Source: an optimization exercise on an open RTL-to-GDS flow (aim: small area). Production flows keep margins and buffers that such runs may drop.
Only simulation tests tie the RTL to the original design; equivalence was not proved.
The clock port is modelled as an ideal driver, which makes a skipped or thinned clock tree look cheaper than it is; a real chip needs a root buffer or a tree.
Power is estimated from default activity; no workload was simulated.

## old
Design KF76489, start of the top module:
module KF76489 (
    input   logic           clock,
    input   logic           clock_enable,
    input   logic           reset,
    input   logic           CE_N,
    input   logic           WE_N,
    input   logic   [7:0]   D_IN,
    output  logic           READY,
    output  logic   [7:0]   AOUT
);
    logic   [3:0]   clock_divider_count;
    logic           divided_clock_en;
    logic   [7:0]   internal_data_bus;
    logic           write_tone1_frequency_h;
    logic           write_tone1_frequency_l;
    logic           write_tone1_attenuation;
    logic           write_tone2_frequency_h;
    logic           write_tone2_frequency_l;
    logic           write_tone2_attenuation;
    logic           write_tone3_frequency_h;
    logic           write_tone3_frequency_l;
    logic           write_tone3_attenuation;
    logic           write_noise_control;
    logic           write_noise_attenuation;
    logic           ext_noise_gen;
    logic   [5:0]   tone1_aout;
    logic   [5:0]   tone2_aout;
    logic   [5:0]   tone3_aout;
    logic   [5:0]   noise_aout;
    logic   [3:0]   attenuation_code;
    KF76489_Bus_Control_Logic u_Bus_Control_Logic (
        .clock                      (clock),
        .reset                      (reset),
        .CE_N                       (CE_N),
        .WE_N                       (WE_N),
        .D_IN                       (D_IN),
        .internal_data_bus          (internal_data_bus),
        .write_tone1_frequency_h    (write_tone1_frequency_h),
        .write_tone1_frequency_l    (write_tone1_frequency_l),
        .write_tone1_attenuation    (write_tone1_attenuation),
  ...
Size in the first run: roughly 550 cells after synthesis, about 140 flip-flops, roughly 22 I/O pins, ~0.0061 mm² of cells after synthesis.
==> module KF76489_Attenuation, before the edit <==
module KF76489_Attenuation (
    input   logic   [3:0]   attenuation,
    input   logic           digital_in,
    output  logic   [5:0]   analog_out
);
    logic   [5:0]   level;
    always_comb begin
        case (attenuation)
            4'd0 : level = 6'd20;
            4'd1 : level = 6'd5;
            4'd2 : level = 6'd40;
            4'd3 : level = 6'd13;
            4'd4 : level = 6'd63;
            4'd5 : level = 6'd10;
            4'd6 : level = 6'd25;
            4'd7 : level = 6'd8;
            4'd8 : level = 6'd3;
            4'd9 : level = 6'd6;
            4'd10: level = 6'd32;
            4'd11: level = 6'd4;
            4'd12: level = 6'd50;
            4'd13: level = 6'd2;
            4'd14: level = 6'd16;
            4'd15: level = 6'd0;
        endcase
    end
    assign  analog_out = digital_in ? level : 6'd0;
endmodule
==> module KF76489_Attenuation_Encode, before the edit <==
module KF76489_Attenuation_Encode (
    input   logic   [3:0]   attenuation,
    output  logic   [3:0]   code
);
    always_comb begin
        case (attenuation)
            4'd0 : code = 4'd4;    
            4'd1 : code = 4'd5;    
            4'd2 : code = 4'd6;    
            4'd3 : code = 4'd11;    
            4'd4 : code = 4'd2;    
            4'd5 : code = 4'd9;    
            4'd6 : code = 4'd14;    
            4'd7 : code = 4'd13;    
            4'd8 : code = 4'd12;    
            4'd9 : code = 4'd7;    
            4'd10: code = 4'd0;    
            4'd11: code = 4'd8;    
            4'd12: code = 4'd10;    
            4'd13: code = 4'd1;    
            4'd14: code = 4'd3;    
            4'd15: code = 4'd15;    
        endcase
    end
endmodule
export LEC_CHECK = 0
export CAP_MARGIN = 20
export CORE_MARGIN = 2
export CORE_UTILIZATION = 40
export SLEW_MARGIN = 20
create_clock -name core_clock -period 6.0 [get_ports {clock}]
standard.sh (not shown) runs the stock make flow with config.mk's settings and CLKGATE_MAP_FILE= SYNTH_SCRIPT=/design/flow/synth_recipe.tcl, a recipe that flattens the netlist after the stock synthesis.
==> flow/flow/run.sh <==
#!/bin/bash
# Layout flow: the standard flow (standard.sh) with these changes.
#  - Synthesis is the standard flow's (synth_recipe.tcl and ORFS's synth.tcl), except that
#    ABC maps the logic with flow/area.abc (area-oriented mapping, &nf -a)
#    instead of ORFS's abc_speed.script; registers are unchanged.
#  - Synthesis also leaves out the half-adder cells: Yosys's extract_fa pass
#    otherwise turns every 2-input AND that shares inputs with an XOR into a
#    half adder, which ABC cannot map into smaller gates.
#  - Ports are buffered with buf_1 instead of the clkdlybuf4s50_1 that
#    buffer_ports picks by itself (same function, 3.8 um2 instead of 10 um2).
#  - The clock tree is built by flow/manual_cts.tcl (run as PRE_CTS_TCL) in
#    place of TritonCTS: 10 clkbuf_8 leaf buffers, each driving a k-means
#    cluster of flip-flops, fed by 3 clkbuf_4 root buffers on the clock port.
#    Every flip-flop is two buffers from the port. TritonCTS's H-tree for this
#    design uses 17 clkbuf_8 buffers.
# Each tool's full output goes to a log file in this folder (flow_make.log,
# and ORFS's own logs under orfs/logs).
set -euo pipefail
WORK=$(pwd)

sed "/source \$::env(SCRIPTS_DIR)\/synth_preamble.tcl/a set abc_args [lreplace \$abc_args 1 1 $WORK/flow/area.abc]" \
    "$FLOW_HOME/scripts/synth.tcl" > "$WORK/synth_area.tcl"
sed "s|source \$::env(SCRIPTS_DIR)/synth.tcl|source $WORK/synth_area.tcl|" synth_recipe.tcl > "$WORK/synth_bench_area.tcl"
grep -q "flow/area.abc" "$WORK/synth_area.tcl"
grep -q "synth_area.tcl" "$WORK/synth_bench_area.tcl"

DONT_USE="sky130_fd_sc_hd__probe_p_8 sky130_fd_sc_hd__probec_p_8 sky130_fd_sc_hd__lpflow_bleeder_1 sky130_fd_sc_hd__lpflow_clkbufkapwr_1 sky130_fd_sc_hd__lpflow_clkbufkapwr_16 sky130_fd_sc_hd__lpflow_clkbufkapwr_2 sky130_fd_sc_hd__lpflow_clkbufkapwr_4 sky130_fd_sc_hd__lpflow_clkbufkapwr_8 sky130_fd_sc_hd__lpflow_clkinvkapwr_1 sky130_fd_sc_hd__lpflow_clkinvkapwr_16 sky130_fd_sc_hd__lpflow_clkinvkapwr_2 sky130_fd_sc_hd__lpflow_clkinvkapwr_4 sky130_fd_sc_hd__lpflow_clkinvkapwr_8 sky130_fd_sc_hd__lpflow_decapkapwr_12 sky130_fd_sc_hd__lpflow_decapkapwr_3 sky130_fd_sc_hd__lpflow_decapkapwr_4 sky130_fd_sc_hd__lpflow_decapkapwr_6 sky130_fd_sc_hd__lpflow_decapkapwr_8 sky130_fd_sc_hd__lpflow_inputiso0n_1 sky130_fd_sc_hd__lpflow_inputiso0p_1 sky130_fd_sc_hd__lpflow_inputiso1n_1 sky130_fd_sc_hd__lpflow_inputiso1p_1 sky130_fd_sc_hd__lpflow_inputisolatch_1 sky130_fd_sc_hd__lpflow_isobufsrc_1 sky130_fd_sc_hd__lpflow_isobufsrc_16 sky130_fd_sc_hd__lpflow_isobufsrc_2 sky130_fd_sc_hd__lpflow_isobufsrc_4 sky130_fd_sc_hd__lpflow_isobufsrc_8 sky130_fd_sc_hd__lpflow_isobufsrckapwr_16 sky130_fd_sc_hd__lpflow_lsbuf_lh_hl_isowell_tap_1 sky130_fd_sc_hd__lpflow_lsbuf_lh_hl_isowell_tap_2 sky130_fd_sc_hd__lpflow_lsbuf_lh_hl_isowell_tap_4 sky130_fd_sc_hd__lpflow_lsbuf_lh_isowell_4 sky130_fd_sc_hd__lpflow_lsbuf_lh_isowell_tap_1 sky130_fd_sc_hd__lpflow_lsbuf_lh_isowell_tap_2 sky130_fd_sc_hd__lpflow_lsbuf_lh_isowell_tap_4 sky130_fd_sc_hd__ha_1 sky130_fd_sc_hd__ha_2 sky130_fd_sc_hd__ha_4"
PORT_BUF="-inputs -outputs -buffer_cell sky130_fd_sc_hd__buf_1"
CTS="-sink_clustering_enable -repair_clock_nets -buf_list sky130_fd_sc_hd__clkbuf_8 -dont_use_dummy_load"

export CLK_LEAVES=10 CLK_ROOTS=3
export CLK_LEAF_BUF=sky130_fd_sc_hd__clkbuf_8 CLK_ROOT_BUF=sky130_fd_sc_hd__clkbuf_4
bash standard.sh "SYNTH_SCRIPT=$WORK/synth_bench_area.tcl" "DONT_USE_CELLS=$DONT_USE" \
    "CTS_ARGS=$CTS" "PRE_CTS_TCL=$WORK/flow/manual_cts.tcl" \
    "BUFFER_PORTS_ARGS=$PORT_BUF" finish > flow_make.log 2>&1
Other scripts of this flow, unchanged in this note and not shown: flow/flow/area.abc, flow/flow/manual_cts.tcl
Input-level comparison between new and old:
==> flow/design.v, changed modules only <==
module KF76489_Attenuation (
    input   logic   [3:0]   attenuation,
    input   logic           digital_in,
    output  logic   [5:0]   analog_out
);
    logic   [5:0]   level;
    wire    [15:0]  value = 16'd1 << attenuation;
    assign  level[0] = |(value & 16'h015A);
    assign  level[1] = |(value & 16'h3330);
    assign  level[2] = |(value & 16'h0A1B);
    assign  level[3] = |(value & 16'h00FC);
    assign  level[4] = |(value & 16'h5051);
    assign  level[5] = |(value & 16'h1414);
    assign  analog_out = digital_in ? level : 6'd0;
endmodule
module KF76489_Attenuation_Encode (
    input   logic   [3:0]   attenuation,
    output  logic   [3:0]   code
);
    wire    [15:0]  value = 16'd1 << attenuation;
    assign  code[0] = |(value & 16'hE2AA);
    assign  code[1] = |(value & 16'hD25C);
    assign  code[2] = |(value & 16'h83C7);
    assign  code[3] = |(value & 16'h99E8);
endmodule
--- outcome ---
Compared with old, new instantiates a larger number of standard cells. Changes observed in new relative to old: switching part of the total power went up 0.18 points; worst setup slack went down 0.43 ns; final instance area moved down. On new: total number of vias is 0.81% higher than what old gave.
In every run of this note, the design's own scripts or RTL, not TritonCTS, make the clock network.

* * *

KF76489 with an RTL version that a note above also has.
For scale: about 560 cells after synthesis, about 140 flip-flops, roughly 22 I/O pins.
==> module KF76489_Attenuation, before the edit <==
module KF76489_Attenuation (
    input   logic   [3:0]   attenuation,
    input   logic           digital_in,
    output  logic   [5:0]   analog_out
);
    logic   [5:0]   level;
    wire    [15:0]  value = 16'd1 << attenuation;
    assign  level[0] = |(value & 16'h015A);
    assign  level[1] = |(value & 16'h3330);
    assign  level[2] = |(value & 16'h0A1B);
    assign  level[3] = |(value & 16'h00FC);
    assign  level[4] = |(value & 16'h5051);
    assign  level[5] = |(value & 16'h1414);
    assign  analog_out = digital_in ? level : 6'd0;
endmodule
==> module KF76489_Attenuation_Encode, before the edit <==
module KF76489_Attenuation_Encode (
    input   logic   [3:0]   attenuation,
    output  logic   [3:0]   code
);
    wire    [15:0]  value = 16'd1 << attenuation;
    assign  code[0] = |(value & 16'hE2AA);
    assign  code[1] = |(value & 16'hD25C);
    assign  code[2] = |(value & 16'h83C7);
    assign  code[3] = |(value & 16'h99E8);
endmodule
==> module KF76489_Tone_Generator, before the edit <==
module KF76489_Tone_Generator (
    input   logic           clock,
    input   logic           clock_enable,
    input   logic           reset,
    input   logic   [7:0]   internal_data_bus,
    input   logic   [3:0]   attenuation_code,
    input   logic           write_frequency_h,
    input   logic           write_frequency_l,
    input   logic           write_attenuation,
    output  logic           cycle_out,
    output  logic   [5:0]   analog_out
);
    logic   [9:0]   frequency_inv;       
    logic   [3:0]   attenuation;
    always_ff @(posedge clock, posedge reset) begin
        if (reset)
            frequency_inv           <= 10'h000;
        else if (write_frequency_h)
            frequency_inv[3:0]      <= {internal_data_bus[4], internal_data_bus[5],
                                        internal_data_bus[6], internal_data_bus[7]};
        else if (write_frequency_l)
            frequency_inv[9:4]      <= {internal_data_bus[2], internal_data_bus[3],
                                        internal_data_bus[4], internal_data_bus[5],
                                        internal_data_bus[6], internal_data_bus[7]};
    end
    always_ff @(posedge clock, posedge reset) begin
        if (reset)
            attenuation     <= 4'hF;
        else if (write_attenuation)
            attenuation     <= attenuation_code;
    end
    logic   [9:0]   count;
    logic   [9:0]   borrow;
    wire            expired = ~|count[9:1];
    wire            reload  = clock_enable & expired;
    assign  borrow[0] = clock_enable;
    always_comb
        for (int i = 0; i < 9; i++)
            borrow[i + 1] = borrow[i] & ~count[i];
    always_ff @(posedge clock, posedge reset) begin
        if (reset)
            count           <= 10'h2;
        else
            count           <= reload ? frequency_inv : count ^ borrow;
    end
    logic           digital_out;
    always_ff @(posedge clock, posedge reset) begin
        if (reset)
            digital_out     <= 1'b0;
        else
            digital_out     <= digital_out ^ reload;
    end
    always_ff @(posedge clock)
        cycle_out           <= reload;
    KF76489_Attenuation u_Attenuation (
        .attenuation        (attenuation),
        .digital_in         (digital_out),
        .analog_out         (analog_out)
    );
endmodule
==> module KF76489_Noise_Generator, before the edit <==
module KF76489_Noise_Generator (
    input   logic           clock,
    input   logic           clock_enable,
    input   logic           reset,
    input   logic   [7:0]   internal_data_bus,
    input   logic   [3:0]   attenuation_code,
    input   logic           write_noise_control,
    input   logic           write_noise_attenuation,
    input   logic           ext_noise_gen,
    output  logic   [5:0]   analog_out
);
    logic           feedback;
    logic   [1:0]   shift_rate;
    logic   [3:0]   attenuation;
    always_ff @(posedge clock, posedge reset) begin
        if (reset) begin
            feedback            <= 1'b0;
            shift_rate          <= 2'b00;
        end
        else if (write_noise_control) begin
            feedback            <= internal_data_bus[5];
            shift_rate          <= internal_data_bus[7:6];
        end
    end
    always_ff @(posedge clock, posedge reset) begin
        if (reset)
            attenuation         <= 4'hF;
        else if (write_noise_attenuation)
            attenuation         <= attenuation_code;
    end
    logic   [3:0]   divider_count;
    logic   [3:1]   tap;
    always_ff @(posedge clock, posedge reset) begin
        if (reset)
            divider_count       <= 4'h0;
        else if (clock_enable)
            divider_count       <= divider_count + 4'h1;
    end
    wire    tap0_en = &divider_count & clock_enable;
    wire    tap1_en = tap0_en & ~tap[1];
    wire    tap2_en = tap1_en & ~tap[2];
    wire    tap3_en = tap2_en & ~tap[3];
    always_ff @(posedge clock, posedge reset) begin
        if (reset)
            tap                 <= 3'b000;
        else
            tap                 <= tap ^ {tap2_en, tap1_en, tap0_en};
    end
    logic   shift;
    always_comb begin
        case (shift_rate)
            2'b00:   shift  = tap1_en;
            2'b10:   shift  = tap2_en;
            2'b01:   shift  = tap3_en;
            default: shift  = ext_noise_gen;
        endcase
    end
    logic   [14:0]  shift_register;
    always_ff @(posedge clock, posedge reset) begin
        if (reset)
            shift_register      <= 15'b100000000000000;
        else if (write_noise_control)
            shift_register      <= 15'b100000000000000;
        else if (shift)
            shift_register      <= {(feedback & shift_register[4]) ^ shift_register[0], shift_register[14:1]};
    end
    wire    noise = shift_register[0];
    KF76489_Attenuation u_Attenuation (
        .attenuation        (attenuation),
        .digital_in         (noise),
        .analog_out         (analog_out)
    );
endmodule
clock: 6.0 ns
lec_check: 0
cap_margin: 20
core_margin: 2
core_utilization: 40
slew_margin: 20
==> flow/flow/run.sh <==
#!/bin/bash
# Layout flow: the standard flow (standard.sh) with these changes.
#  - Synthesis is the standard flow's (synth_recipe.tcl and ORFS's synth.tcl), except that
#    ABC maps the logic with flow/area.abc (area-oriented mapping, &nf -a)
#    instead of ORFS's abc_speed.script; registers are unchanged.
#  - Synthesis also leaves out the half-adder cells: Yosys's extract_fa pass
#    otherwise turns every 2-input AND that shares inputs with an XOR into a
#    half adder, which ABC cannot map into smaller gates.
#  - Ports are buffered with buf_1 instead of the clkdlybuf4s50_1 that
#    buffer_ports picks by itself (same function, 3.8 um2 instead of 10 um2).
#  - The clock tree is built by flow/manual_cts.tcl (run as PRE_CTS_TCL) in
#    place of TritonCTS: 9 clkbuf_8 leaf buffers, each driving a balanced
#    k-means cluster of flip-flops, fed by one clkbuf_8 root buffer on the
#    clock port.
#    Every flip-flop is two buffers from the port. TritonCTS's H-tree for this
#    design uses 17 clkbuf_8 buffers.
# Each tool's full output goes to a log file in this folder (flow_make.log,
# and ORFS's own logs under orfs/logs).
set -euo pipefail
WORK=$(pwd)

sed "/source \$::env(SCRIPTS_DIR)\/synth_preamble.tcl/a set abc_args [lreplace \$abc_args 1 1 $WORK/flow/area.abc]" \
    "$FLOW_HOME/scripts/synth.tcl" > "$WORK/synth_area.tcl"
sed "s|source \$::env(SCRIPTS_DIR)/synth.tcl|source $WORK/synth_area.tcl|" synth_recipe.tcl > "$WORK/synth_bench_area.tcl"
grep -q "flow/area.abc" "$WORK/synth_area.tcl"
grep -q "synth_area.tcl" "$WORK/synth_bench_area.tcl"

DONT_USE="sky130_fd_sc_hd__probe_p_8 sky130_fd_sc_hd__probec_p_8 sky130_fd_sc_hd__lpflow_bleeder_1 sky130_fd_sc_hd__lpflow_clkbufkapwr_1 sky130_fd_sc_hd__lpflow_clkbufkapwr_16 sky130_fd_sc_hd__lpflow_clkbufkapwr_2 sky130_fd_sc_hd__lpflow_clkbufkapwr_4 sky130_fd_sc_hd__lpflow_clkbufkapwr_8 sky130_fd_sc_hd__lpflow_clkinvkapwr_1 sky130_fd_sc_hd__lpflow_clkinvkapwr_16 sky130_fd_sc_hd__lpflow_clkinvkapwr_2 sky130_fd_sc_hd__lpflow_clkinvkapwr_4 sky130_fd_sc_hd__lpflow_clkinvkapwr_8 sky130_fd_sc_hd__lpflow_decapkapwr_12 sky130_fd_sc_hd__lpflow_decapkapwr_3 sky130_fd_sc_hd__lpflow_decapkapwr_4 sky130_fd_sc_hd__lpflow_decapkapwr_6 sky130_fd_sc_hd__lpflow_decapkapwr_8 sky130_fd_sc_hd__lpflow_inputiso0n_1 sky130_fd_sc_hd__lpflow_inputiso0p_1 sky130_fd_sc_hd__lpflow_inputiso1n_1 sky130_fd_sc_hd__lpflow_inputiso1p_1 sky130_fd_sc_hd__lpflow_inputisolatch_1 sky130_fd_sc_hd__lpflow_isobufsrc_1 sky130_fd_sc_hd__lpflow_isobufsrc_16 sky130_fd_sc_hd__lpflow_isobufsrc_2 sky130_fd_sc_hd__lpflow_isobufsrc_4 sky130_fd_sc_hd__lpflow_isobufsrc_8 sky130_fd_sc_hd__lpflow_isobufsrckapwr_16 sky130_fd_sc_hd__lpflow_lsbuf_lh_hl_isowell_tap_1 sky130_fd_sc_hd__lpflow_lsbuf_lh_hl_isowell_tap_2 sky130_fd_sc_hd__lpflow_lsbuf_lh_hl_isowell_tap_4 sky130_fd_sc_hd__lpflow_lsbuf_lh_isowell_4 sky130_fd_sc_hd__lpflow_lsbuf_lh_isowell_tap_1 sky130_fd_sc_hd__lpflow_lsbuf_lh_isowell_tap_2 sky130_fd_sc_hd__lpflow_lsbuf_lh_isowell_tap_4 sky130_fd_sc_hd__ha_1 sky130_fd_sc_hd__ha_2 sky130_fd_sc_hd__ha_4"
PORT_BUF="-inputs -outputs -buffer_cell sky130_fd_sc_hd__buf_1"
CTS="-sink_clustering_enable -repair_clock_nets -buf_list sky130_fd_sc_hd__clkbuf_8 -dont_use_dummy_load"

export CLK_LEAVES=9 CLK_ROOTS=1
export CLK_LEAF_BUF=sky130_fd_sc_hd__clkbuf_8 CLK_ROOT_BUF=sky130_fd_sc_hd__clkbuf_8
bash standard.sh "SYNTH_SCRIPT=$WORK/synth_bench_area.tcl" "DONT_USE_CELLS=$DONT_USE" \
    "CTS_ARGS=$CTS" "PRE_CTS_TCL=$WORK/flow/manual_cts.tcl" \
    "BUFFER_PORTS_ARGS=$PORT_BUF" finish > flow_make.log 2>&1
Other scripts of this flow, unchanged in this note and not shown: flow/flow/area.abc, flow/flow/manual_cts.tcl
Edit:
--- a/flow/design.v
+++ b/flow/design.v
@@ -6,10 +6,10 @@
     logic   [5:0]   level;
     wire    [15:0]  value = 16'd1 << attenuation;
-    assign  level[0] = |(value & 16'h015A);
-    assign  level[1] = |(value & 16'h3330);
-    assign  level[2] = |(value & 16'h0A1B);
-    assign  level[3] = |(value & 16'h00FC);
-    assign  level[4] = |(value & 16'h5051);
-    assign  level[5] = |(value & 16'h1414);
+    assign  level[0] = |(value & 16'h5A80);
+    assign  level[1] = |(value & 16'h0CCC);
+    assign  level[2] = |(value & 16'hD850);
+    assign  level[3] = |(value & 16'h3F00);
+    assign  level[4] = |(value & 16'h8A0A);
+    assign  level[5] = |(value & 16'h2828);
     assign  analog_out = digital_in ? level : 6'd0;
 endmodule
@@ -19,8 +19,8 @@
 );
     wire    [15:0]  value = 16'd1 << attenuation;
-    assign  code[0] = |(value & 16'hE2AA);
-    assign  code[1] = |(value & 16'hD25C);
-    assign  code[2] = |(value & 16'h83C7);
-    assign  code[3] = |(value & 16'h99E8);
+    assign  code[0] = |(value & 16'h1D55);
+    assign  code[1] = |(value & 16'h2DA3);
+    assign  code[2] = |(value & 16'h7C38);
+    assign  code[3] = |(value & 16'h6617);
 endmodule
 module KF76489_Bus_Control_Logic (
@@ -104,5 +104,5 @@
     always_ff @(posedge clock, posedge reset) begin
         if (reset)
-            attenuation     <= 4'hF;
+            attenuation     <= 4'h0;
         else if (write_attenuation)
             attenuation     <= attenuation_code;
@@ -163,5 +163,5 @@
     always_ff @(posedge clock, posedge reset) begin
         if (reset)
-            attenuation         <= 4'hF;
+            attenuation         <= 4'h0;
         else if (write_noise_attenuation)
             attenuation         <= attenuation_code;
What happened: The changed run passed the timing, design-rule and antenna checks. Synthesized cell count stays flat. Design area went down by 0.35%. Clock power is lower by about 1%. Final cell count stays the same. Sequential power stays flat. Sequential share of layout area falls by 0.13 points. Flip-flop and latch count is unchanged. Total power decreases by about 6%. Die area hardly moves. Global-route usage goes down by 0.38 points. First-iteration DRC count is lower by about 11%. Worst setup slack improved by 0.11 ns. Critical path depth stays the same.
No run of this note takes its clock network from TritonCTS; it comes from the design's own scripts or RTL.

## separate check: timing with driven ports
Ports are ideal in the flow. The routed layouts listed here were re-timed in OpenROAD.
Step 1 sets driving cells, clkbuf_16 on the clock port and buf_2 on the other inputs (assumed; they add their load-dependent delay and slew).
Step 2, shift: input delay + t, output delay - t, t = (earliest + latest rising clock arrival at the registers) / 2. This alone moves slack from input paths to output paths.
Slacks: ideal ports / drivers / drivers and shift; pairs: ideal ports / drivers.
| run | t (ns) | setup slack, ns | worst setup path after step 2 | clock arrival spread, ns | worst data-port slew with drivers (ns) |
|---|---|---|---|---|---|
| old | 0.392 | 2.229 / 2.229 / 2.229 | register to register | 0.062 / 0.062 | 0.03 |
| new | 0.387 | 1.798 / 1.798 / 1.798 | register to register | 0.142 / 0.142 | 0.04 |
| the first run of note 2 | 0.425 | 1.752 / 1.752 / 1.752 | register to register | 0.027 / 0.027 | 0.04 |
| the second run of note 2 | 0.435 | 1.864 / 1.864 / 1.864 | register to register | 0.021 / 0.021 | 0.03 |
After both steps setup and hold are still met in every run listed.
